This design comes from an exercise in tuning for small area on the open sky130 flow, not from production work. The RTL was checked by simulation tests, not by an equivalence proof against the original design. Power and IR drop assume default switching activity.

==> module ds18b20_ctrl, before the edit <==
module ds18b20_ctrl(input clk, input rst_n, input [5:0] P, input trig, input dq_in,
                    output dq_out, output dq_oe, output [16:0] L, output SG,
                    output [16:0] A, output chg);
localparam S_IDLE=4'd0, S_RST=4'd1, S_PRES=4'd2, S_WR=4'd3, S_WAIT=4'd4, S_WAIT_B=4'd12,
           S_RST2=4'd5, S_PRES2=4'd6, S_WR2=4'd7, S_RD=4'd8;
localparam [15:0] CC44 = 16'b0100010011001100;
localparam [15:0] CCBE = 16'b1011111011001100;
reg [3:0] st;
reg [8:0] cu;            
reg [3:0] bn;            
reg       sf;            
wire tick   = P[5] & P[4] & ~P[3] & ~P[1] & ~P[0];               
wire is_rd  = st[3] & ~st[2];
wire is_wr  = st[1] & st[0];
wire is_rp  = st[1] ^ st[0];
wire is_pr  = st[1] & ~st[0];
wire is_wt  = st[2] & ~st[1] & ~st[0];                  
wire is_id  = ~st[3] & ~st[2] & ~st[1] & ~st[0];
wire c499 = &cu[8:4] & cu[1] & cu[0];                
wire c74  = cu[6] & cu[3] & cu[1];                   
wire c64  = cu[6];                                   
wire end_slot = (is_wr & c74) | (is_rd & c64);
wire end_cu = is_id | ((is_rp | is_wt) & c499) | end_slot;
wire adv = end_cu & (~(is_wr | is_rd) | (bn == 4'd15));
always @(posedge clk or negedge rst_n) begin
    if (!rst_n) begin
        st <= S_IDLE; bn <= 4'd0;
    end else if (tick) begin
        if (is_pr & c499 & ~sf)   st <= S_IDLE;
        else if (is_rd & adv)     st <= S_IDLE;
        else if (adv & is_wt)     st <= st[3] ? S_RST2 : S_WAIT_B;
        else if (adv)             st <= st + 4'd1;
        if (end_slot) bn <= bn + 4'd1;
    end
end
always @(posedge clk)
    if (tick) cu <= end_cu ? 9'd0 : cu + 9'd1;
always @(posedge clk)
    if (tick & ~cu[8] & ~cu[7] & ~cu[5] & ~cu[4] & ~cu[3] & ~cu[0]) sf <= ~dq_in;    
wire lo1 = (cu[6:1] == 6'd0);                        
wire hi  = cu[6] | (&cu[5:0]);                       
wire cbit = st[2] ? CCBE[bn] : CC44[bn];
assign dq_oe  = (is_rp & ~st[1]) | is_wt |
                (is_wr & ~hi & (lo1 | ~cbit)) |
                (is_rd & (cu[6:2] == 5'd0) & ~(cu[1] & cu[0]));
assign dq_out = is_wt;
wire last = is_rd & (bn == 4'd15);
temp_conv u_conv (.clk(clk), .rst_n(rst_n), .dq_in(dq_in), .trig(trig),
  .shift(tick & is_rd & (cu[5:0] == 6'd14) & ~(bn[3] & (bn[2] | (bn[1] & bn[0])) & ~(&bn))),
  .clr(last & ~(cu[6] | cu[5] | cu[4])), .cnt(last & (cu[6] | cu[5] | cu[4])),
  .up_l(last & cu[6] & ~P[5] & ~P[3] & ~P[2] & ~P[0]),       
  .up_s(last & (&cu[5:0]) & ~P[4] & ~P[3] & ~P[1] & ~P[0]),    
  .L(L), .SG(SG), .A(A), .chg(chg));
endmodule
==> module uart_tx, before the edit <==
module uart_tx(input clk, input rst_n, input [16:0] L, input SG, input [16:0] A, input chg,
               output trig, output tx);
reg [5:0] slot;           
reg [3:0] ub;             
reg [8:0] cb;             
reg       ssg;            
wire [16:0] V = chg ? A : L;      
wire ub10     = (ub == 4'd10);
wire lastslot = &slot;
wire cb_end   = ub10 ? (lastslot ? (&cb[6:0])                                              
                                 : (cb[7] & cb[6] & cb[5] & cb[4] & cb[2] & cb[1] & cb[0]))   
                     : (~cb[8] & cb[6] & cb[5] & cb[4] & cb[3] & cb[1] & cb[0]);             
assign trig = cb_end & ub10 & lastslot;     
always @(posedge clk)
    if (trig) ssg <= SG;
reg [5:0] nslot;
always @(*) begin
    case (slot)
        6'd4:  nslot = ssg ? 6'd5 : (V[16] ? 6'd6 : 6'd7);
        6'd5:  nslot = V[16] ? 6'd6 : 6'd7;
        6'd11: nslot = 6'd53 + ssg + V[16];
        default: nslot = slot + 6'd1;
    endcase
end
always @(posedge clk or negedge rst_n) begin
    if (!rst_n) begin
        slot <= 6'd42; ub <= 4'd10; cb <= 9'd251;         
    end else if (cb_end) begin
        cb <= 9'd43;
        if (ub10) begin ub <= 4'd0; slot <= nslot; end
        else ub <= ub + 4'd1;
    end else cb <= {cb[7:0], cb[8] ^ cb[3]};
end
reg [7:0] byte_;
always @(*) begin
    case (slot[3:0])
        4'd0: byte_ = 8'h74;
        4'd1: byte_ = 8'h65;
        4'd2: byte_ = 8'h6D;
        4'd3: byte_ = 8'h70;
        4'd4: byte_ = 8'h3A;
        4'd5: byte_ = 8'h2D;
        4'd6: byte_ = 8'h31;
        4'd7: byte_ = {4'h3, V[15:12]};
        4'd8: byte_ = {4'h3, V[11:8]};
        4'd9: byte_ = 8'h2E;
        4'd10: byte_ = {4'h3, V[7:4]};
        default: byte_ = {4'h3, V[3:0]};
    endcase
end
wire [10:0] frame = {1'b1, ~^byte_, byte_, 1'b0};
assign tx = slot[5] | slot[4] | (slot[3] & slot[2]) | frame[ub];
endmodule
Settings: LEC_CHECK=0, CAP_MARGIN=20, CORE_MARGIN=2, CORE_UTILIZATION=70, CTS_BUF_LIST=sky130_fd_sc_hd__clkbuf_8, SLEW_MARGIN=20; clock period 130.0 ns.
standard.sh (not shown) runs the stock make flow with config.mk's settings and CLKGATE_MAP_FILE= SYNTH_SCRIPT=/design/flow/synth_recipe.tcl, a recipe that flattens the netlist after the stock synthesis.
==> flow/flow/run.sh <==
#!/bin/bash
# Layout flow: the standard flow (standard.sh) with three changes that only make
# the layout smaller:
#  - synthesis maps the logic with an area-oriented ABC script (my_synth.tcl, area.abc);
#  - ports are buffered with the smallest buffer, sky130_fd_sc_hd__buf_1;
#  - clock tree synthesis inserts no dummy loads.
set -euo pipefail
W=$PWD
export MY_WORK=$W
export MY_ABC_SCRIPT=$W/flow/area.abc
export CTS_ARGS="-sink_clustering_enable -repair_clock_nets -buf_list sky130_fd_sc_hd__clkbuf_8 -dont_use_dummy_load"
export BUFFER_PORTS_ARGS="-buffer_cell sky130_fd_sc_hd__buf_1"
sed "s#SYNTH_SCRIPT=[^ ]*#SYNTH_SCRIPT=$W/flow/my_synth.tcl#" standard.sh > my_standard.sh
bash my_standard.sh > flow.log 2>&1
==> flow/flow/area.abc <==
strash
&get -n
&fraig -x
&put
scorr
dc2
strash
&get -n
&syn4
&deepsyn -T 60
&put
dch -f
amap -m -F 4 -A 8
==> flow/flow/my_synth.tcl <==
# The standard flow's synthesis script, unchanged, with its final technology mapping done by an
# area-oriented ABC script (flow/area.abc) instead of ORFS's speed script. ABC only
# remaps the combinational logic, so the registers are those of the standard synthesis.
proc abc {args} {
  set i [lsearch -exact $args -script]
  if {$i >= 0} { lset args [expr {$i + 1}] $::env(MY_ABC_SCRIPT) }
  yosys abc {*}$args
}
source $::env(MY_WORK)/synth_recipe.tcl
The starting point completed with no timing, DRC or antenna violations.
Then changed:
--- a/flow/design.v
+++ b/flow/design.v
@@ -5,9 +5,9 @@
            S_RST2=4'd5, S_PRES2=4'd6, S_WR2=4'd7, S_RD=4'd8;
 localparam [15:0] CC44 = 16'b0100010011001100;
 localparam [15:0] CCBE = 16'b1011111011001100;
 reg [3:0] st;
-reg [8:0] cu;            
+reg [6:0] cu;            
 reg [3:0] bn;            
 reg       sf;            
 wire tick   = P[5] & P[4] & ~P[3] & ~P[1] & ~P[0];               
 wire is_rd  = st[3] & ~st[2];
@@ -15,29 +15,32 @@
 wire is_rp  = st[1] ^ st[0];
 wire is_pr  = st[1] & ~st[0];
 wire is_wt  = st[2] & ~st[1] & ~st[0];                  
 wire is_id  = ~st[3] & ~st[2] & ~st[1] & ~st[0];
-wire c499 = &cu[8:4] & cu[1] & cu[0];                
+wire c124 = &cu[6:2];                                
 wire c74  = cu[6] & cu[3] & cu[1];                   
 wire c64  = cu[6];                                   
+wire is_lg  = is_rp | is_wt;                         
+wire end_q  = is_lg & c124;                          
+wire end_lg = end_q & bn[3] & bn[2];                 
 wire end_slot = (is_wr & c74) | (is_rd & c64);
-wire end_cu = is_id | ((is_rp | is_wt) & c499) | end_slot;
+wire end_cu = is_id | end_lg | end_slot;
 wire adv = end_cu & (~(is_wr | is_rd) | (bn == 4'd15));
 always @(posedge clk or negedge rst_n) begin
     if (!rst_n) begin
         st <= S_IDLE; bn <= 4'd0;
     end else if (tick) begin
-        if (is_pr & c499 & ~sf)   st <= S_IDLE;
+        if (is_pr & end_lg & ~sf) st <= S_IDLE;
         else if (is_rd & adv)     st <= S_IDLE;
         else if (adv & is_wt)     st <= st[3] ? S_RST2 : S_WAIT_B;
         else if (adv)             st <= st + 4'd1;
-        if (end_slot) bn <= bn + 4'd1;
+        if (end_slot | end_q) bn <= bn + {1'b0, end_q, 1'b0, end_slot};
     end
 end
 always @(posedge clk)
-    if (tick) cu <= end_cu ? 9'd0 : cu + 9'd1;
-always @(posedge clk)
-    if (tick & ~cu[8] & ~cu[7] & ~cu[5] & ~cu[4] & ~cu[3] & ~cu[0]) sf <= ~dq_in;    
+    if (tick) cu <= (end_cu | end_q) ? 7'd0 : cu + 7'd1;
+always @(posedge clk)
+    if (tick & ~bn[3] & ~bn[2] & ~cu[5] & ~cu[4] & ~cu[3] & ~cu[0]) sf <= ~dq_in;    
 wire lo1 = (cu[6:1] == 6'd0);                        
 wire hi  = cu[6] | (&cu[5:0]);                       
 wire cbit = st[2] ? CCBE[bn] : CC44[bn];
 assign dq_oe  = (is_rp & ~st[1]) | is_wt |
@@ -163,13 +166,13 @@
 always @(posedge clk)
     if (trig) ssg <= SG;
 reg [5:0] nslot;
 always @(*) begin
-    case (slot)
-        6'd4:  nslot = ssg ? 6'd5 : (V[16] ? 6'd6 : 6'd7);
-        6'd5:  nslot = V[16] ? 6'd6 : 6'd7;
-        6'd11: nslot = 6'd53 + ssg + V[16];
-        default: nslot = slot + 6'd1;
+    casez (slot)
+        6'b0?0100: nslot = ssg ? 6'd5 : (V[16] ? 6'd6 : 6'd7);
+        6'b0?0101: nslot = V[16] ? 6'd6 : 6'd7;
+        6'b0?1011: nslot = 6'd53 + ssg + V[16];
+        default:   nslot = slot + 6'd1;
     endcase
 end
 always @(posedge clk or negedge rst_n) begin
     if (!rst_n) begin
@@ -197,9 +200,9 @@
         default: byte_ = {4'h3, V[3:0]};
     endcase
 end
 wire [10:0] frame = {1'b1, ~^byte_, byte_, 1'b0};
-assign tx = slot[5] | slot[4] | (slot[3] & slot[2]) | frame[ub];
+assign tx = slot[5] | frame[ub];
 endmodule
 module ds18b20_top(
    input              sys_clk  ,
    input              sys_rst_n,
Outcome: The changed run produced a clean layout. Power went down by 1.6%. Register-to-register slack gets worse by 0.45 ns. Wire length went up by 1.2%. Cell area came out lower by 1.1%. Cell count went down by 2.5%. Sequential share of layout area came out lower by 0.51 points.

## re-timing with driven ports
Ports are ideal in the flow. The routed layouts listed here were re-timed in OpenROAD.
Step 1 sets driving cells, clkbuf_16 on the clock port and buf_2 on the other inputs (assumed; they add their load-dependent delay and slew).
Step 2 moves the port delays by t, midway between the first and last clock arrival at a register: inputs arrive t later, outputs are due t later. That takes back most of the time a late clock gives input paths.
Slacks: ideal / step 1 / step 2; pairs: ideal / step 1.
| run | t (ns) | setup slack, ns | slew at the worst register clock pin (ns) | worst data-port slew with drivers (ns) | cell pins on the clock port's net |
|---|---|---|---|---|---|
| the first run | 0.388 | 100.046 / 100.015 / 100.402 | 0.10 / 0.10 | 0.03 | 1 |
| the second run | 0.392 | 99.801 / 99.772 / 100.164 | 0.10 / 0.10 | 0.03 | 1 |
After both steps every run listed still meets setup and hold.
